From an optimization exercise on the open Yosys and OpenROAD flow, aimed at small area and a short achievable clock period; shortcuts taken in it are not production practice. No run shown here included a check of the RTL's function; only the layout flow was run. Power is estimated from default activity; no workload was simulated.

## flow/design.v (module list and top-level ports; edited modules follow where they fit)
// module c6288: 697 lines
// module mfa: 4 lines
// module mhan: 4 lines
// module fadd: 528 lines
// module g_aoi21: 3 lines
// module g_inv: 3 lines
// module g_nand2: 3 lines
// module g_nor2: 3 lines
// module g_oai21: 3 lines
// module g_or2: 3 lines
// module g_xnor2: 3 lines
// module g_xor2: 3 lines
module c6288 (clk, reset, N1_wire, N18_wire, N35_wire, N52_wire, N69_wire, N86_wire, N103_wire, N120_wire, N137_wire, N154_wire, N171_wire, N188_wire, N205_wire, N222_wire, N239_wire, N256_wire, N273_wire, N290_wire, N307_wire, N324_wire, N341_wire, N358_wire, N375_wire, N392_wire, N409_wire, N426_wire, N443_wire, N460_wire, N477_wire, N494_wire, N511_wire, N528_wire,
  N545, N1581, N1901, N2223, N2548, N2877, N3211, N3552, N3895, N4241, N4591, N4946, N5308, N5672, N5971, N6123, N6150, N6160, N6170, N6180, N6190, N6200, N6210, N6220, N6230, N6240, N6250, N6260, N6270, N6280, N6288, N6287);
  // ...
==> flow/flow/run.sh <==
#!/bin/bash
# Own layout flow: the standard flow (standard.sh) with extra ORFS make
# variables from flow/extra.txt (one VAR=value per line), e.g. a setup margin
# so that repair_timing sizes and buffers the multiplier for a short period
# rather than only for the 14 ns clock. Each step's full output goes to a log
# file in the work folder.
set -euo pipefail
mapfile -t EXTRA < <(grep -v '^#' flow/extra.txt | grep .)
bash standard.sh synth > synth.log 2>&1
bash standard.sh finish "${EXTRA[@]}" > layout.log 2>&1
==> flow/flow/extra.txt <==
SETUP_SLACK_MARGIN=9
BUFFER_PORTS_ARGS=-buffer_cell sky130_fd_sc_hd__buf_1
==> flow/standard.sh <==
#!/bin/bash
# synth_recipe.tcl (not shown) runs the flow's synth.tcl, then flattens the netlist and writes it again
# the make line also repeats each setting of config.mk as NAME=value (left out here)
make -C /OpenROAD-flow-scripts/flow DESIGN_CONFIG=/design/flow/config.mk WORK_HOME=/design/flow/orfs CLKGATE_MAP_FILE= SYNTH_SCRIPT=/design/flow/synth_recipe.tcl "${@:-finish}"
==> flow/config.mk <==
export PLATFORM = sky130hd
export DESIGN_NAME = c6288
export DESIGN_NICKNAME = c6288
export VERILOG_FILES = /design/flow/design.v
export SDC_FILE = /design/flow/constraint.sdc
export NUM_CORES = 4
export LEC_CHECK = 0
export CAP_MARGIN = 20
export CORE_MARGIN = 2
export CORE_UTILIZATION = 40
export CTS_BUF_LIST = sky130_fd_sc_hd__clkbuf_4 sky130_fd_sc_hd__clkbuf_8
export SLEW_MARGIN = 20
export SYNTH_HIERARCHICAL = 1
==> flow/constraint.sdc <==
create_clock -name core_clock -period 14.0 [get_ports {clk}]
set_input_delay 2.8000 -clock core_clock [delete_from_list [all_inputs] [get_ports {clk}]]
set_output_delay 2.8000 -clock core_clock [all_outputs]
set_load 0.01 [all_outputs]
==> qor.csv, run 1 <==
stage;metric;value;unit
run_status;status;complete, no violations;
power_and_ir_drop;Comb power;0.00231;W
drt;met2 routed WL;10620;um
yosys;Syn Area/Cell;10.23;um2
power_and_ir_drop;power in sequential cells;0.000303;W
clocking;clk root buf;clkbuf_8;
global_routing;vias in the first global route;6602;
cells_and_area;number of non-clock buffers;133;
critical_path;r2r setup slk;8.72;ns
hold_path;worst hold path class;register to register;
die;cell row count;55;
power_and_ir_drop;Sw Ratio;0.4908;
clocking;CTS buffer count;9;
clocking;clk latency of the worst-skew pair;0.39;ns
drt;Wirelength per Cell;17.37;um
placement;port buffer count;65;
global_routing;GR Layer Usage met2;0.3295;
cells_and_area;fillcell total;2190;
power_and_ir_drop;Comb pwr share;0.824;
cells_and_area;Seq cells;64;
placement;post-placement cell area;0.008712;mm2
cells_and_area;Clock buf/inv share;0.02289;
cells_and_area;Inverters;36;
hold_path;Hold Path End;rp[1];
critical_path;crit path kind;register to register;
cells_and_area;Largest regs;rp x32, ra x16, rb x16;
global_routing;first-pass GRT wire length;35330;um
critical_path;CP max stage delay;0.57;ns
critical_path;R2R Path Start;ra[2];
global_routing;All-Layer GR Usage;0.1949;
hold_path;Worst Min Path Start;rb[1];
==> module fadd, before the edit <==
module fadd (input wire [31:0] x, input wire [31:0] y, output wire [31:0] p);
  wire n0;
  g_nor2 u0 (x[1], y[1], n0);
  wire n1;
  g_nand2 u1 (x[1], y[1], n1);
  wire n2;
  g_xor2 u2 (x[1], y[1], n2);
  wire n3;
  g_nor2 u3 (x[2], y[2], n3);
  wire n4;
  g_nand2 u4 (x[2], y[2], n4);
  wire n5;
  g_xor2 u5 (x[2], y[2], n5);
  wire n6;
  g_nor2 u6 (x[3], y[3], n6);
  wire n7;
  g_nand2 u7 (x[3], y[3], n7);
  wire n8;
  g_xor2 u8 (x[3], y[3], n8);
  wire n9;
  g_nor2 u9 (x[4], y[4], n9);
  wire n10;
  g_nand2 u10 (x[4], y[4], n10);
  wire n11;
  g_xor2 u11 (x[4], y[4], n11);
  wire n12;
  g_nor2 u12 (x[5], y[5], n12);
  wire n13;
  g_nand2 u13 (x[5], y[5], n13);
  wire n14;
  g_xor2 u14 (x[5], y[5], n14);
  wire n15;
  g_nor2 u15 (x[6], y[6], n15);
  wire n16;
  g_nand2 u16 (x[6], y[6], n16);
  wire n17;
  g_xor2 u17 (x[6], y[6], n17);
  wire n18;
  g_nor2 u18 (x[7], y[7], n18);
  wire n19;
  g_nand2 u19 (x[7], y[7], n19);
  wire n20;
  g_xor2 u20 (x[7], y[7], n20);
  wire n21;
  g_nor2 u21 (x[8], y[8], n21);
  wire n22;
  g_nand2 u22 (x[8], y[8], n22);
  wire n23;
  g_xor2 u23 (x[8], y[8], n23);
  wire n24;
  g_nor2 u24 (x[9], y[9], n24);
  wire n25;
  g_nand2 u25 (x[9], y[9], n25);
  wire n26;
  g_xor2 u26 (x[9], y[9], n26);
  wire n27;
  g_nor2 u27 (x[10], y[10], n27);
  wire n28;
  g_nand2 u28 (x[10], y[10], n28);
  wire n29;
  g_xor2 u29 (x[10], y[10], n29);
  wire n30;
  g_nor2 u30 (x[11], y[11], n30);
  wire n31;
  g_nand2 u31 (x[11], y[11], n31);
  wire n32;
  g_xor2 u32 (x[11], y[11], n32);
  wire n33;
  g_nor2 u33 (x[12], y[12], n33);
  wire n34;
  g_nand2 u34 (x[12], y[12], n34);
  wire n35;
  g_xor2 u35 (x[12], y[12], n35);
  wire n36;
  g_nor2 u36 (x[13], y[13], n36);
  wire n37;
  g_nand2 u37 (x[13], y[13], n37);
  wire n38;
  g_xor2 u38 (x[13], y[13], n38);
  wire n39;
  g_nor2 u39 (x[14], y[14], n39);
  wire n40;
  g_nand2 u40 (x[14], y[14], n40);
  wire n41;
  g_xor2 u41 (x[14], y[14], n41);
  wire n42;
  g_nor2 u42 (x[15], y[15], n42);
  wire n43;
  g_nand2 u43 (x[15], y[15], n43);
  wire n44;
  g_xor2 u44 (x[15], y[15], n44);
  wire n45;
  g_nor2 u45 (x[16], y[16], n45);
  wire n46;
  g_nand2 u46 (x[16], y[16], n46);
  wire n47;
  g_xor2 u47 (x[16], y[16], n47);
  wire n48;
  g_nor2 u48 (x[17], y[17], n48);
  wire n49;
  g_nand2 u49 (x[17], y[17], n49);
  wire n50;
  g_xor2 u50 (x[17], y[17], n50);
  wire n51;
  g_nor2 u51 (x[18], y[18], n51);
  wire n52;
  g_nand2 u52 (x[18], y[18], n52);
  wire n53;
  g_xor2 u53 (x[18], y[18], n53);
  wire n54;
  g_nor2 u54 (x[19], y[19], n54);
  wire n55;
  g_nand2 u55 (x[19], y[19], n55);
  wire n56;
  g_xor2 u56 (x[19], y[19], n56);
  wire n57;
  g_nor2 u57 (x[20], y[20], n57);
  wire n58;
  g_nand2 u58 (x[20], y[20], n58);
  wire n59;
  g_xor2 u59 (x[20], y[20], n59);
  wire n60;
  g_nor2 u60 (x[21], y[21], n60);
  wire n61;
  g_nand2 u61 (x[21], y[21], n61);
  wire n62;
  g_xor2 u62 (x[21], y[21], n62);
  wire n63;
  g_nor2 u63 (x[22], y[22], n63);
  wire n64;
  g_nand2 u64 (x[22], y[22], n64);
  wire n65;
  g_xor2 u65 (x[22], y[22], n65);
  wire n66;
  g_nor2 u66 (x[23], y[23], n66);
  wire n67;
  g_nand2 u67 (x[23], y[23], n67);
  wire n68;
  g_xor2 u68 (x[23], y[23], n68);
  wire n69;
  g_nor2 u69 (x[24], y[24], n69);
  wire n70;
  g_nand2 u70 (x[24], y[24], n70);
  wire n71;
  g_xor2 u71 (x[24], y[24], n71);
  wire n72;
  g_nor2 u72 (x[25], y[25], n72);
  wire n73;
  g_nand2 u73 (x[25], y[25], n73);
  wire n74;
  g_xor2 u74 (x[25], y[25], n74);
  wire n75;
  g_nor2 u75 (x[26], y[26], n75);
  wire n76;
  g_nand2 u76 (x[26], y[26], n76);
  wire n77;
  g_xor2 u77 (x[26], y[26], n77);
  wire n78;
  g_nor2 u78 (x[27], y[27], n78);
  wire n79;
  g_nand2 u79 (x[27], y[27], n79);
  wire n80;
  g_xor2 u80 (x[27], y[27], n80);
  wire n81;
  g_nor2 u81 (x[28], y[28], n81);
  wire n82;
  g_nand2 u82 (x[28], y[28], n82);
  wire n83;
  g_xor2 u83 (x[28], y[28], n83);
  wire n84;
  g_nor2 u84 (x[29], y[29], n84);
  wire n85;
  g_nand2 u85 (x[29], y[29], n85);
  wire n86;
  g_xor2 u86 (x[29], y[29], n86);
  wire n87;
  g_nor2 u87 (x[30], y[30], n87);
  wire n88;
  g_nand2 u88 (x[30], y[30], n88);
  wire n89;
  g_xor2 u89 (x[30], y[30], n89);
  wire n90;
  g_aoi21 u90 (n4, n0, n3, n90);
  wire n91;
  g_inv u91 (n90, n91);
  wire n92;
  g_aoi21 u92 (n7, n91, n6, n92);
  wire n93;
  g_inv u93 (n92, n93);
  wire n94;
  g_aoi21 u94 (n10, n93, n9, n94);
  wire n95;
  g_inv u95 (n94, n95);
  wire n96;
  g_aoi21 u96 (n13, n95, n12, n96);
  wire n97;
  g_inv u97 (n96, n97);
  wire n98;
  g_aoi21 u98 (n16, n97, n15, n98);
  wire n99;
  g_inv u99 (n98, n99);
  wire n100;
  g_aoi21 u100 (n19, n99, n18, n100);
  wire n101;
  g_inv u101 (n100, n101);
  wire n102;
  g_aoi21 u102 (n22, n101, n21, n102);
  wire n103;
  g_inv u103 (n102, n103);
  wire n104;
  g_aoi21 u104 (n25, n103, n24, n104);
  wire n105;
  g_inv u105 (n104, n105);
  wire n106;
  g_aoi21 u106 (n28, n105, n27, n106);
  wire n107;
  g_inv u107 (n106, n107);
  wire n108;
  g_aoi21 u108 (n31, n107, n30, n108);
  wire n109;
  g_inv u109 (n108, n109);
  wire n110;
  g_aoi21 u110 (n34, n109, n33, n110);
  wire n111;
  g_inv u111 (n110, n111);
  wire n112;
  g_aoi21 u112 (n37, n111, n36, n112);
  wire n113;
  g_inv u113 (n112, n113);
  wire n114;
  g_aoi21 u114 (n40, n113, n39, n114);
  wire n115;
  g_inv u115 (n114, n115);
  wire n116;
  g_aoi21 u116 (n43, n115, n42, n116);
  wire n117;
  g_inv u117 (n116, n117);
  wire n118;
  g_aoi21 u118 (n46, n117, n45, n118);
  wire n119;
  g_inv u119 (n118, n119);
  wire n120;
  g_aoi21 u120 (n49, n119, n48, n120);
  wire n121;
  g_aoi21 u121 (n52, n48, n51, n121);
  wire n122;
  g_nand2 u122 (n52, n49, n122);
  wire n123;
  g_oai21 u123 (n122, n118, n121, n123);
  wire n124;
  g_inv u124 (n121, n124);
  wire n125;
  g_inv u125 (n122, n125);
  wire n126;
  g_aoi21 u126 (n55, n124, n54, n126);
  wire n127;
  g_nand2 u127 (n55, n125, n127);
  wire n128;
  g_oai21 u128 (n127, n118, n126, n128);
  wire n129;
  g_inv u129 (n126, n129);
  wire n130;
  g_inv u130 (n127, n130);
  wire n131;
  g_aoi21 u131 (n58, n129, n57, n131);
  wire n132;
  g_nand2 u132 (n58, n130, n132);
  wire n133;
  g_oai21 u133 (n132, n118, n131, n133);
  wire n134;
  g_aoi21 u134 (n61, n57, n60, n134);
  wire n135;
  g_nand2 u135 (n61, n58, n135);
  wire n136;
  g_oai21 u136 (n135, n126, n134, n136);
  wire n137;
  g_nor2 u137 (n135, n127, n137);
  wire n138;
  g_aoi21 u138 (n137, n119, n136, n138);
  wire n139;
  g_inv u139 (n134, n139);
  wire n140;
  g_inv u140 (n135, n140);
  wire n141;
  g_aoi21 u141 (n64, n139, n63, n141);
  wire n142;
  g_nand2 u142 (n64, n140, n142);
  wire n143;
  g_oai21 u143 (n142, n126, n141, n143);
  wire n144;
  g_nor2 u144 (n142, n127, n144);
  wire n145;
  g_aoi21 u145 (n144, n119, n143, n145);
  wire n146;
  g_inv u146 (n141, n146);
  wire n147;
  g_inv u147 (n142, n147);
  wire n148;
  g_aoi21 u148 (n67, n146, n66, n148);
  wire n149;
  g_nand2 u149 (n67, n147, n149);
  wire n150;
  g_oai21 u150 (n149, n126, n148, n150);
  wire n151;
  g_nor2 u151 (n149, n127, n151);
  wire n152;
  g_aoi21 u152 (n151, n119, n150, n152);
  wire n153;
  g_aoi21 u153 (n70, n66, n69, n153);
  wire n154;
  g_nand2 u154 (n70, n67, n154);
  wire n155;
  g_oai21 u155 (n154, n141, n153, n155);
  wire n156;
  g_nor2 u156 (n154, n142, n156);
  wire n157;
  g_aoi21 u157 (n156, n129, n155, n157);
  wire n158;
  g_nand2 u158 (n156, n130, n158);
  wire n159;
  g_oai21 u159 (n158, n118, n157, n159);
  wire n160;
  g_inv u160 (n153, n160);
  wire n161;
  g_inv u161 (n154, n161);
  wire n162;
  g_aoi21 u162 (n73, n160, n72, n162);
  wire n163;
  g_nand2 u163 (n73, n161, n163);
  wire n164;
  g_oai21 u164 (n163, n141, n162, n164);
  wire n165;
  g_nor2 u165 (n163, n142, n165);
  wire n166;
  g_aoi21 u166 (n165, n129, n164, n166);
  wire n167;
  g_nand2 u167 (n165, n130, n167);
  wire n168;
  g_oai21 u168 (n167, n118, n166, n168);
  wire n169;
  g_inv u169 (n162, n169);
  wire n170;
  g_inv u170 (n163, n170);
  wire n171;
  g_aoi21 u171 (n76, n169, n75, n171);
  wire n172;
  g_nand2 u172 (n76, n170, n172);
  wire n173;
  g_oai21 u173 (n172, n141, n171, n173);
  wire n174;
  g_nor2 u174 (n172, n142, n174);
  wire n175;
  g_aoi21 u175 (n174, n129, n173, n175);
  wire n176;
  g_nand2 u176 (n174, n130, n176);
  wire n177;
  g_oai21 u177 (n176, n118, n175, n177);
  wire n178;
  g_inv u178 (n171, n178);
  wire n179;
  g_inv u179 (n172, n179);
  wire n180;
  g_aoi21 u180 (n79, n178, n78, n180);
  wire n181;
  g_nand2 u181 (n79, n179, n181);
  wire n182;
  g_oai21 u182 (n181, n141, n180, n182);
  wire n183;
  g_nor2 u183 (n181, n142, n183);
  wire n184;
  g_aoi21 u184 (n183, n129, n182, n184);
  wire n185;
  g_nand2 u185 (n183, n130, n185);
  wire n186;
  g_oai21 u186 (n185, n118, n184, n186);
  wire n187;
  g_aoi21 u187 (n82, n78, n81, n187);
  wire n188;
  g_nand2 u188 (n82, n79, n188);
  wire n189;
  g_oai21 u189 (n188, n171, n187, n189);
  wire n190;
  g_nor2 u190 (n188, n172, n190);
  wire n191;
  g_aoi21 u191 (n190, n146, n189, n191);
  wire n192;
  g_nand2 u192 (n190, n147, n192);
  wire n193;
  g_oai21 u193 (n192, n126, n191, n193);
  wire n194;
  g_nor2 u194 (n192, n127, n194);
  wire n195;
  g_aoi21 u195 (n194, n119, n193, n195);
  wire n196;
  g_inv u196 (n187, n196);
  wire n197;
  g_inv u197 (n188, n197);
  wire n198;
  g_aoi21 u198 (n85, n196, n84, n198);
  wire n199;
  g_nand2 u199 (n85, n197, n199);
  wire n200;
  g_oai21 u200 (n199, n171, n198, n200);
  wire n201;
  g_nor2 u201 (n199, n172, n201);
  wire n202;
  g_aoi21 u202 (n201, n146, n200, n202);
  wire n203;
  g_nand2 u203 (n201, n147, n203);
  wire n204;
  g_oai21 u204 (n203, n126, n202, n204);
  wire n205;
  g_nor2 u205 (n203, n127, n205);
  wire n206;
  g_aoi21 u206 (n205, n119, n204, n206);
  wire n207;
  g_inv u207 (n198, n207);
  wire n208;
  g_inv u208 (n199, n208);
  wire n209;
  g_aoi21 u209 (n88, n207, n87, n209);
  wire n210;
  g_nand2 u210 (n88, n208, n210);
  wire n211;
  g_oai21 u211 (n210, n171, n209, n211);
  wire n212;
  g_nor2 u212 (n210, n172, n212);
  wire n213;
  g_aoi21 u213 (n212, n146, n211, n213);
  wire n214;
  g_nand2 u214 (n212, n147, n214);
  wire n215;
  g_oai21 u215 (n214, n126, n213, n215);
  wire n216;
  g_nor2 u216 (n214, n127, n216);
  wire n217;
  g_aoi21 u217 (n216, n119, n215, n217);
  assign p[0] = ~x[0];
  assign p[1] = n2;
  wire n218;
  g_xor2 u218 (n5, n0, n218);
  assign p[2] = n218;
  wire n219;
  g_xnor2 u219 (n8, n90, n219);
  assign p[3] = n219;
  wire n220;
  g_xnor2 u220 (n11, n92, n220);
  assign p[4] = n220;
  wire n221;
  g_xnor2 u221 (n14, n94, n221);
  assign p[5] = n221;
  wire n222;
  g_xnor2 u222 (n17, n96, n222);
  assign p[6] = n222;
  wire n223;
  g_xnor2 u223 (n20, n98, n223);
  assign p[7] = n223;
  wire n224;
  g_xnor2 u224 (n23, n100, n224);
  assign p[8] = n224;
  wire n225;
  g_xnor2 u225 (n26, n102, n225);
  assign p[9] = n225;
  wire n226;
  g_xnor2 u226 (n29, n104, n226);
  assign p[10] = n226;
  wire n227;
  g_xnor2 u227 (n32, n106, n227);
  assign p[11] = n227;
  wire n228;
  g_xnor2 u228 (n35, n108, n228);
  assign p[12] = n228;
  wire n229;
  g_xnor2 u229 (n38, n110, n229);
  assign p[13] = n229;
  wire n230;
  g_xnor2 u230 (n41, n112, n230);
  assign p[14] = n230;
  wire n231;
  g_xnor2 u231 (n44, n114, n231);
  assign p[15] = n231;
  wire n232;
  g_xnor2 u232 (n47, n116, n232);
  assign p[16] = n232;
  wire n233;
  g_xnor2 u233 (n50, n118, n233);
  assign p[17] = n233;
  wire n234;
  g_xnor2 u234 (n53, n120, n234);
  assign p[18] = n234;
  wire n235;
  g_xor2 u235 (n56, n123, n235);
  assign p[19] = n235;
  wire n236;
  g_xor2 u236 (n59, n128, n236);
  assign p[20] = n236;
  wire n237;
  g_xor2 u237 (n62, n133, n237);
  assign p[21] = n237;
  wire n238;
  g_xnor2 u238 (n65, n138, n238);
  assign p[22] = n238;
  wire n239;
  g_xnor2 u239 (n68, n145, n239);
  assign p[23] = n239;
  wire n240;
  g_xnor2 u240 (n71, n152, n240);
  assign p[24] = n240;
  wire n241;
  g_xor2 u241 (n74, n159, n241);
  assign p[25] = n241;
  wire n242;
  g_xor2 u242 (n77, n168, n242);
  assign p[26] = n242;
  wire n243;
  g_xor2 u243 (n80, n177, n243);
  assign p[27] = n243;
  wire n244;
  g_xor2 u244 (n83, n186, n244);
  assign p[28] = n244;
  wire n245;
  g_xnor2 u245 (n86, n195, n245);
  assign p[29] = n245;
  wire n246;
  g_xnor2 u246 (n89, n206, n246);
  assign p[30] = n246;
  assign p[31] = ~n217;
endmodule
==> run 2: changes to the inputs <==
--- a/flow/design.v
+++ b/flow/design.v
@@ -947,289 +947,255 @@
   wire n120;
   g_aoi21 u120 (n49, n119, n48, n120);
   wire n121;
-  g_aoi21 u121 (n52, n48, n51, n121);
+  g_inv u121 (n120, n121);
   wire n122;
-  g_nand2 u122 (n52, n49, n122);
+  g_aoi21 u122 (n52, n121, n51, n122);
   wire n123;
-  g_oai21 u123 (n122, n118, n121, n123);
+  g_aoi21 u123 (n55, n51, n54, n123);
   wire n124;
-  g_inv u124 (n121, n124);
+  g_nand2 u124 (n55, n52, n124);
   wire n125;
-  g_inv u125 (n122, n125);
+  g_oai21 u125 (n124, n120, n123, n125);
   wire n126;
-  g_aoi21 u126 (n55, n124, n54, n126);
+  g_inv u126 (n123, n126);
   wire n127;
-  g_nand2 u127 (n55, n125, n127);
+  g_inv u127 (n124, n127);
   wire n128;
-  g_oai21 u128 (n127, n118, n126, n128);
+  g_aoi21 u128 (n58, n126, n57, n128);
   wire n129;
-  g_inv u129 (n126, n129);
+  g_nand2 u129 (n58, n127, n129);
   wire n130;
-  g_inv u130 (n127, n130);
+  g_oai21 u130 (n129, n120, n128, n130);
   wire n131;
-  g_aoi21 u131 (n58, n129, n57, n131);
+  g_inv u131 (n128, n131);
   wire n132;
-  g_nand2 u132 (n58, n130, n132);
+  g_inv u132 (n129, n132);
   wire n133;
-  g_oai21 u133 (n132, n118, n131, n133);
+  g_aoi21 u133 (n61, n131, n60, n133);
   wire n134;
-  g_aoi21 u134 (n61, n57, n60, n134);
+  g_nand2 u134 (n61, n132, n134);
   wire n135;
-  g_nand2 u135 (n61, n58, n135);
+  g_oai21 u135 (n134, n120, n133, n135);
   wire n136;
-  g_oai21 u136 (n135, n126, n134, n136);
+  g_inv u136 (n133, n136);
   wire n137;
-  g_nor2 u137 (n135, n127, n137);
+  g_inv u137 (n134, n137);
   wire n138;
-  g_aoi21 u138 (n137, n119, n136, n138);
+  g_aoi21 u138 (n64, n136, n63, n138);
   wire n139;
-  g_inv u139 (n134, n139);
+  g_nand2 u139 (n64, n137, n139);
   wire n140;
-  g_inv u140 (n135, n140);
+  g_oai21 u140 (n139, n120, n138, n140);
   wire n141;
-  g_aoi21 u141 (n64, n139, n63, n141);
+  g_aoi21 u141 (n67, n63, n66, n141);
   wire n142;
-  g_nand2 u142 (n64, n140, n142);
+  g_nand2 u142 (n67, n64, n142);
   wire n143;
-  g_oai21 u143 (n142, n126, n141, n143);
+  g_oai21 u143 (n142, n133, n141, n143);
   wire n144;
-  g_nor2 u144 (n142, n127, n144);
+  g_nor2 u144 (n142, n134, n144);
   wire n145;
-  g_aoi21 u145 (n144, n119, n143, n145);
+  g_aoi21 u145 (n144, n121, n143, n145);
   wire n146;
   g_inv u146 (n141, n146);
   wire n147;
   g_inv u147 (n142, n147);
   wire n148;
-  g_aoi21 u148 (n67, n146, n66, n148);
+  g_aoi21 u148 (n70, n146, n69, n148);
   wire n149;
-  g_nand2 u149 (n67, n147, n149);
+  g_nand2 u149 (n70, n147, n149);
   wire n150;
-  g_oai21 u150 (n149, n126, n148, n150);
+  g_oai21 u150 (n149, n133, n148, n150);
   wire n151;
-  g_nor2 u151 (n149, n127, n151);
+  g_nor2 u151 (n149, n134, n151);
   wire n152;
-  g_aoi21 u152 (n151, n119, n150, n152);
+  g_aoi21 u152 (n151, n121, n150, n152);
   wire n153;
-  g_aoi21 u153 (n70, n66, n69, n153);
+  g_inv u153 (n148, n153);
   wire n154;
-  g_nand2 u154 (n70, n67, n154);
+  g_inv u154 (n149, n154);
   wire n155;
-  g_oai21 u155 (n154, n141, n153, n155);
+  g_aoi21 u155 (n73, n153, n72, n155);
   wire n156;
-  g_nor2 u156 (n154, n142, n156);
+  g_nand2 u156 (n73, n154, n156);
   wire n157;
-  g_aoi21 u157 (n156, n129, n155, n157);
+  g_oai21 u157 (n156, n133, n155, n157);
   wire n158;
-  g_nand2 u158 (n156, n130, n158);
+  g_nor2 u158 (n156, n134, n158);
   wire n159;
-  g_oai21 u159 (n158, n118, n157, n159);
+  g_aoi21 u159 (n158, n121, n157, n159);
   wire n160;
-  g_inv u160 (n153, n160);
+  g_inv u160 (n155, n160);
   wire n161;
-  g_inv u161 (n154, n161);
+  g_inv u161 (n156, n161);
   wire n162;
-  g_aoi21 u162 (n73, n160, n72, n162);
+  g_aoi21 u162 (n76, n160, n75, n162);
   wire n163;
-  g_nand2 u163 (n73, n161, n163);
+  g_nand2 u163 (n76, n161, n163);
   wire n164;
-  g_oai21 u164 (n163, n141, n162, n164);
+  g_oai21 u164 (n163, n133, n162, n164);
   wire n165;
-  g_nor2 u165 (n163, n142, n165);
+  g_nor2 u165 (n163, n134, n165);
   wire n166;
-  g_aoi21 u166 (n165, n129, n164, n166);
+  g_aoi21 u166 (n165, n121, n164, n166);
   wire n167;
-  g_nand2 u167 (n165, n130, n167);
+  g_aoi21 u167 (n79, n75, n78, n167);
   wire n168;
-  g_oai21 u168 (n167, n118, n166, n168);
+  g_nand2 u168 (n79, n76, n168);
   wire n169;
-  g_inv u169 (n162, n169);
+  g_oai21 u169 (n168, n155, n167, n169);
   wire n170;
-  g_inv u170 (n163, n170);
+  g_nor2 u170 (n168, n156, n170);
   wire n171;
-  g_aoi21 u171 (n76, n169, n75, n171);
+  g_aoi21 u171 (n170, n136, n169, n171);
   wire n172;
-  g_nand2 u172 (n76, n170, n172);
+  g_nand2 u172 (n170, n137, n172);
   wire n173;
-  g_oai21 u173 (n172, n141, n171, n173);
+  g_oai21 u173 (n172, n120, n171, n173);
   wire n174;
-  g_nor2 u174 (n172, n142, n174);
+  g_inv u174 (n167, n174);
   wire n175;
-  g_aoi21 u175 (n174, n129, n173, n175);
+  g_inv u175 (n168, n175);
   wire n176;
-  g_nand2 u176 (n174, n130, n176);
+  g_aoi21 u176 (n82, n174, n81, n176);
   wire n177;
-  g_oai21 u177 (n176, n118, n175, n177);
+  g_nand2 u177 (n82, n175, n177);
   wire n178;
-  g_inv u178 (n171, n178);
+  g_oai21 u178 (n177, n155, n176, n178);
   wire n179;
-  g_inv u179 (n172, n179);
+  g_nor2 u179 (n177, n156, n179);
   wire n180;
-  g_aoi21 u180 (n79, n178, n78, n180);
+  g_aoi21 u180 (n179, n136, n178, n180);
   wire n181;
-  g_nand2 u181 (n79, n179, n181);
+  g_nand2 u181 (n179, n137, n181);
   wire n182;
-  g_oai21 u182 (n181, n141, n180, n182);
+  g_oai21 u182 (n181, n120, n180, n182);
   wire n183;
-  g_nor2 u183 (n181, n142, n183);
+  g_inv u183 (n176, n183);
   wire n184;
-  g_aoi21 u184 (n183, n129, n182, n184);
+  g_inv u184 (n177, n184);
   wire n185;
-  g_nand2 u185 (n183, n130, n185);
+  g_aoi21 u185 (n85, n183, n84, n185);
   wire n186;
-  g_oai21 u186 (n185, n118, n184, n186);
+  g_nand2 u186 (n85, n184, n186);
   wire n187;
-  g_aoi21 u187 (n82, n78, n81, n187);
+  g_oai21 u187 (n186, n155, n185, n187);
   wire n188;
-  g_nand2 u188 (n82, n79, n188);
+  g_nor2 u188 (n186, n156, n188);
   wire n189;
-  g_oai21 u189 (n188, n171, n187, n189);
+  g_aoi21 u189 (n188, n136, n187, n189);
   wire n190;
-  g_nor2 u190 (n188, n172, n190);
+  g_nand2 u190 (n188, n137, n190);
   wire n191;
-  g_aoi21 u191 (n190, n146, n189, n191);
+  g_oai21 u191 (n190, n120, n189, n191);
   wire n192;
-  g_nand2 u192 (n190, n147, n192);
+  g_inv u192 (n185, n192);
   wire n193;
-  g_oai21 u193 (n192, n126, n191, n193);
+  g_inv u193 (n186, n193);
   wire n194;
-  g_nor2 u194 (n192, n127, n194);
+  g_aoi21 u194 (n88, n192, n87, n194);
   wire n195;
-  g_aoi21 u195 (n194, n119, n193, n195);
+  g_nand2 u195 (n88, n193, n195);
   wire n196;
-  g_inv u196 (n187, n196);
+  g_oai21 u196 (n195, n155, n194, n196);
   wire n197;
-  g_inv u197 (n188, n197);
+  g_nor2 u197 (n195, n156, n197);
   wire n198;
-  g_aoi21 u198 (n85, n196, n84, n198);
+  g_aoi21 u198 (n197, n136, n196, n198);
   wire n199;
-  g_nand2 u199 (n85, n197, n199);
+  g_nand2 u199 (n197, n137, n199);
   wire n200;
-  g_oai21 u200 (n199, n171, n198, n200);
+  g_oai21 u200 (n199, n120, n198, n200);
+  assign p[0] = ~x[0];
+  assign p[1] = n2;
   wire n201;
-  g_nor2 u201 (n199, n172, n201);
+  g_xor2 u201 (n5, n0, n201);
+  assign p[2] = n201;
   wire n202;
-  g_aoi21 u202 (n201, n146, n200, n202);
+  g_xnor2 u202 (n8, n90, n202);
+  assign p[3] = n202;
   wire n203;
-  g_nand2 u203 (n201, n147, n203);
+  g_xnor2 u203 (n11, n92, n203);
+  assign p[4] = n203;
   wire n204;
-  g_oai21 u204 (n203, n126, n202, n204);
+  g_xnor2 u204 (n14, n94, n204);
+  assign p[5] = n204;
   wire n205;
-  g_nor2 u205 (n203, n127, n205);
+  g_xnor2 u205 (n17, n96, n205);
+  assign p[6] = n205;
   wire n206;
-  g_aoi21 u206 (n205, n119, n204, n206);
+  g_xnor2 u206 (n20, n98, n206);
+  assign p[7] = n206;
   wire n207;
-  g_inv u207 (n198, n207);
+  g_xnor2 u207 (n23, n100, n207);
+  assign p[8] = n207;
   wire n208;
-  g_inv u208 (n199, n208);
+  g_xnor2 u208 (n26, n102, n208);
+  assign p[9] = n208;
   wire n209;
-  g_aoi21 u209 (n88, n207, n87, n209);
+  g_xnor2 u209 (n29, n104, n209);
+  assign p[10] = n209;
   wire n210;
-  g_nand2 u210 (n88, n208, n210);
+  g_xnor2 u210 (n32, n106, n210);
+  assign p[11] = n210;
   wire n211;
-  g_oai21 u211 (n210, n171, n209, n211);
+  g_xnor2 u211 (n35, n108, n211);
+  assign p[12] = n211;
   wire n212;
-  g_nor2 u212 (n210, n172, n212);
+  g_xnor2 u212 (n38, n110, n212);
+  assign p[13] = n212;
   wire n213;
-  g_aoi21 u213 (n212, n146, n211, n213);
+  g_xnor2 u213 (n41, n112, n213);
+  assign p[14] = n213;
   wire n214;
-  g_nand2 u214 (n212, n147, n214);
+  g_xnor2 u214 (n44, n114, n214);
+  assign p[15] = n214;
   wire n215;
-  g_oai21 u215 (n214, n126, n213, n215);
+  g_xnor2 u215 (n47, n116, n215);
+  assign p[16] = n215;
   wire n216;
-  g_nor2 u216 (n214, n127, n216);
+  g_xnor2 u216 (n50, n118, n216);
+  assign p[17] = n216;
   wire n217;
-  g_aoi21 u217 (n216, n119, n215, n217);
-  assign p[0] = ~x[0];
-  assign p[1] = n2;
+  g_xnor2 u217 (n53, n120, n217);
+  assign p[18] = n217;
   wire n218;
-  g_xor2 u218 (n5, n0, n218);
-  assign p[2] = n218;
+  g_xnor2 u218 (n56, n122, n218);
+  assign p[19] = n218;
   wire n219;
-  g_xnor2 u219 (n8, n90, n219);
-  assign p[3] = n219;
+  g_xor2 u219 (n59, n125, n219);
+  assign p[20] = n219;
   wire n220;
-  g_xnor2 u220 (n11, n92, n220);
-  assign p[4] = n220;
+  g_xor2 u220 (n62, n130, n220);
+  assign p[21] = n220;
   wire n221;
-  g_xnor2 u221 (n14, n94, n221);
-  assign p[5] = n221;
+  g_xor2 u221 (n65, n135, n221);
+  assign p[22] = n221;
   wire n222;
-  g_xnor2 u222 (n17, n96, n222);
-  assign p[6] = n222;
+  g_xor2 u222 (n68, n140, n222);
+  assign p[23] = n222;
   wire n223;
-  g_xnor2 u223 (n20, n98, n223);
-  assign p[7] = n223;
+  g_xnor2 u223 (n71, n145, n223);
+  assign p[24] = n223;
   wire n224;
-  g_xnor2 u224 (n23, n100, n224);
-  assign p[8] = n224;
+  g_xnor2 u224 (n74, n152, n224);
+  assign p[25] = n224;
   wire n225;
-  g_xnor2 u225 (n26, n102, n225);
-  assign p[9] = n225;
+  g_xnor2 u225 (n77, n159, n225);
+  assign p[26] = n225;
   wire n226;
-  g_xnor2 u226 (n29, n104, n226);
-  assign p[10] = n226;
+  g_xnor2 u226 (n80, n166, n226);
+  assign p[27] = n226;
   wire n227;
-  g_xnor2 u227 (n32, n106, n227);
-  assign p[11] = n227;
+  g_xor2 u227 (n83, n173, n227);
+  assign p[28] = n227;
   wire n228;
-  g_xnor2 u228 (n35, n108, n228);
-  assign p[12] = n228;
+  g_xor2 u228 (n86, n182, n228);
+  assign p[29] = n228;
   wire n229;
-  g_xnor2 u229 (n38, n110, n229);
-  assign p[13] = n229;
-  wire n230;
-  g_xnor2 u230 (n41, n112, n230);
-  assign p[14] = n230;
-  wire n231;
-  g_xnor2 u231 (n44, n114, n231);
-  assign p[15] = n231;
-  wire n232;
-  g_xnor2 u232 (n47, n116, n232);
-  assign p[16] = n232;
-  wire n233;
-  g_xnor2 u233 (n50, n118, n233);
-  assign p[17] = n233;
-  wire n234;
-  g_xnor2 u234 (n53, n120, n234);
-  assign p[18] = n234;
-  wire n235;
-  g_xor2 u235 (n56, n123, n235);
-  assign p[19] = n235;
-  wire n236;
-  g_xor2 u236 (n59, n128, n236);
-  assign p[20] = n236;
-  wire n237;
-  g_xor2 u237 (n62, n133, n237);
-  assign p[21] = n237;
-  wire n238;
-  g_xnor2 u238 (n65, n138, n238);
-  assign p[22] = n238;
-  wire n239;
-  g_xnor2 u239 (n68, n145, n239);
-  assign p[23] = n239;
-  wire n240;
-  g_xnor2 u240 (n71, n152, n240);
-  assign p[24] = n240;
-  wire n241;
-  g_xor2 u241 (n74, n159, n241);
-  assign p[25] = n241;
-  wire n242;
-  g_xor2 u242 (n77, n168, n242);
-  assign p[26] = n242;
-  wire n243;
-  g_xor2 u243 (n80, n177, n243);
-  assign p[27] = n243;
-  wire n244;
-  g_xor2 u244 (n83, n186, n244);
-  assign p[28] = n244;
-  wire n245;
-  g_xnor2 u245 (n86, n195, n245);
-  assign p[29] = n245;
-  wire n246;
-  g_xnor2 u246 (n89, n206, n246);
-  assign p[30] = n246;
-  assign p[31] = ~n217;
+  g_xor2 u229 (n89, n191, n229);
+  assign p[30] = n229;
+  assign p[31] = n200;
 endmodule
 module g_aoi21 (input wire a, input wire b, input wire c, output wire y);
   assign y = ~((a & b) | c);
==> run 2 against run 1 <==
Effect of this change: cell count fell by 3.0%; sequential share of layout area rose by 0.42 points; total power fell by 13%; clock skew rose by 0.00073 ns; critical endpoint is now rp[19]; global-route usage fell by 1.2 points.
==> qor.csv, run 2 <==
stage;metric;value;unit;change
run_status;status;complete, no violations;;unchanged
placement;GP Congestion;0.8245;;was 0.8472
cells_and_area;area delta synth->final;4.217;%;was 6.573%
critical_path;slowest library cell on the worst path;fa_1;;unchanged
clocking;CTS buffer count;9;;unchanged
clocking;clock tree buffer depth;2;;unchanged
die;CORE AREA;0.02196;mm2;was 0.02243 mm2
cells_and_area;final core utilization;0.4267;;was 0.4313
global_routing;grt ovf;0;;unchanged
critical_path;crit path kind;register to register;;unchanged
yosys;synthesized cell area;0.008990;mm2;was 0.009080 mm2
placement;port buffer count;65;;unchanged
critical_path;WP data required;14.28;ns;was 14.27 ns
drt;via count;5897;;was 6074
die;Die Ht;153.9;um;was 154.7 um
sta;RSZ-0062 raised after global routing;true;;unchanged
hold_path;Worst Hold Path Cells;3;;unchanged
power_and_ir_drop;PwrDens;261.4;mW/mm2;was 289.8 mW/mm2
sta;Final Max Tran Viols;0;;unchanged
critical_path;CP Buf/Inv Count;10;;was 5
critical_path;r2r setup slk;8.61;ns;was 8.72 ns
cells_and_area;Largest regs;rp x32, ra x16, rb x16;;unchanged
drt;DRT Pass-1 Iters;5;;unchanged
die;# IOs;66;;unchanged
global_routing;largest net degree at the start of global routing;49;;unchanged
sta;Final Hold Vio Count;0;;unchanged
cells_and_area;net count reported at finish;1135;;was 1167
hold_path;worst hold path class;register to register;;unchanged
critical_path;Startpoint Class;register;;unchanged
sta;Finish-stage setup viols;0;;unchanged
global_routing;initial antenna violation count;0;;unchanged
cells_and_area;most frequent cells in the layout;nand2_1 (292), fa_1 (193), buf_1 (65);;was nand2_1 (291), fa_1 (187), buf_1 (65)
yosys;Post-Syn Instances;871;;was 888
die;cell row count;54;;was 55
sta;FMAX;185.4;MHz;was 189.2 MHz
clocking;clock transition at the registers of the reported paths;0.09;ns;was 0.08 ns
clocking;clk sinks;64;;unchanged
critical_path;crit path capture type;register;;unchanged
global_routing;All-Layer GR Usage;0.1827;;was 0.1949
yosys;Syn Area/Cell;10.32;um2;was 10.23 um2
die;Initial Utilization;0.4094;;was 0.4047
critical_path;WP data arrival;5.67;ns;was 5.55 ns
critical_path;Register-to-Register Path Depth;26;;was 18
cells_and_area;max reg flops;32;;unchanged
drt;Post-DRT Antenna Nets;0;;unchanged
power_and_ir_drop;leakage power total;3.580;nW;was 3.698 nW
cells_and_area;commonest non-fill, non-tap cell in the layout;nand2_1;;unchanged
critical_path;RR Endpoint;rp[19];;was rp[28]
sta;Slew headroom;0.4637;;was 0.5344
sta;Setup Total Neg Slack;0;ns;unchanged
global_routing;first-pass GRT wire length;33470;um;was 35330 um
clocking;hold_buf cts;0;;unchanged
clocking;clk root buf;clkbuf_8;;unchanged
drt;Wirelength per Cell;16.85;um;was 17.37 um
clocking;clk latency of the worst-skew pair;0.37;ns;was 0.39 ns
critical_path;CP max stage delay;0.56;ns;was 0.57 ns
critical_path;Worst Path Max Fanout;10;;was 8
sta;min cycle time layout;5.393;ns;was 5.284 ns
critical_path;R2R Path Start;ra[1];;was ra[2]
flow_run;Max-cap violations;0;;unchanged
yosys;Synth Warn #;7;;unchanged
hold_path;Worst Min Path Start;rb[0];;was rb[1]
cells_and_area;fillcell total;2107;;was 2190
drt;1st-iter DRT viols;262;;was 332
cells_and_area;layout cell share with drive strength beyond 1;0.1559;;was 0.1962
sta;period utilisation layout;0.3852;;was 0.3775
die;die area;0.02369;mm2;was 0.02392 mm2
drt;vias per cell;4.951;;was 4.946
sta;clock skew;0.01744;ns;was 0.01670 ns
power_and_ir_drop;Max VDD drop;176.4;uV;was 270.5 uV
sta;Tightest Pin Transition;0.8044;ns;was 0.6984 ns
cells_and_area;ant diodes;0;;unchanged
hold_path;Hold Path End;rp[0];;was rp[1]
cells_and_area;largest register by flop count;rp;;unchanged
drt;final WL;20060;um;was 21330 um
critical_path;CP delay by family, top;adder cells;;unchanged
placement;DP HPWL;14710;um;was 15240 um
global_routing;vias in the first global route;6394;;was 6602
drt;final routed DRC violation total;0;;unchanged
clocking;H-Tree Depth;3;;unchanged
clocking;CTS tree;done;;unchanged
die;chip width;153.9;um;was 154.7 um
yosys;synthesized net count;1100;;was 1117
critical_path;CP dominant cell by count;a21oi_2;;was fa_1
[run 2: how the worst max path moves through the flow]
stage / to / slack (ns) / depth (start not counted) / start
5_1_grt: rp[24] / 8.23 / 35 / ra[4]
6_report: rp[19] / 8.61 / 26 / ra[1]
4_1_cts: rp[19] / 8.57 / 32 / ra[4]
3_3_place_gp: rp[24] / 8.01 / 31 / rb[4]
2_1_floorplan: rp[24] / 8.85 / 36 / rb[3]
3_5_place_dp: rp[19] / 7.89 / 31 / rb[4]
[run 2: power breakdown]
part | leakage, nW | internal (W) | switching, W
registers | 0.694 | 0.000267 | 0.0000318
logic | 2.75 | 0.000870 | 0.00107
clock network | 0.133 | 0.000133 | 0.0000787
total | 3.58 | 0.00127 | 0.00118
[run 2: area by class of cell]
class                      count  area [um2]  area share
timing repair buffer         119       674.4     0.07198
tap                          280       350.3     0.03739
sequential                    64        1580      0.1687
multi-input combinational    676        6365      0.6794
inverter                      36       135.1     0.01442
clock inverter                 4       98.84     0.01055
clock buffer                  12       165.2     0.01763
[run 2: through the flow]
stage	std cells	total power (W)	hold slack (ns)	instance area (um2)	setup WS [ns]
2_1_floorplan	871	0.002228	0.6457	9014	8.852
3_3_place_gp	1125	0.002072	0.8489	8640	8.007
3_5_place_dp	1125	0.002097	0.8496	8640	7.893
4_1_cts	1176	0.002432	0.6155	9241	8.570
5_1_grt	1191	0.002729	0.7379	9369	8.234
6_report	1191	0.002449	0.7091	9369	8.607
[run 2: what timing repair did]
item,CTS,global route
gates resized for setup,29,5
pin swaps,3,5
cloned,0,0
setup endpoints to repair,16,16
setup buffers,35,15
[run 2: layer usage]
metal,GRT usage,routed length (um)
met1,0.2427,8593
met2,0.3108,9977
met3,0.03129,1036
met4,0.05073,456
met5,0,0
[run 2: worst min-delay path, cell delays in order, from the launching register on]
cell     delay, ns
dfxtp_4       0.39
buf_4         0.17
nand2_1       0.07
inv_1         0.04

-- what the ideal ports hide --
The flow's constraints put no driver on any port. The routed layouts listed below were extracted and timed again, unchanged, in two steps. Step 1, drivers: a clkbuf_16 drives clk and a buf_2 each remaining input, both assumed. Step 2 adds t to the input delays and takes it off the output delays; t is the mean of the earliest and latest rising clock arrival at the registers after step 1. Input paths then give back, and output paths get back, about the clock's delay inside the block. Three values: ideal, step 1, step 2; two values: the first two.
run	t, ns	setup slack, ns	slew at the worst register clock pin (ns)	worst slew at a driven data input, ns
run 1	0.420	8.716 / 8.716 / 8.716	0.09 / 0.09	0.04
run 2	0.401	8.607 / 8.607 / 8.607	0.09 / 0.09	0.03
After both steps setup and hold are still met in every run listed.
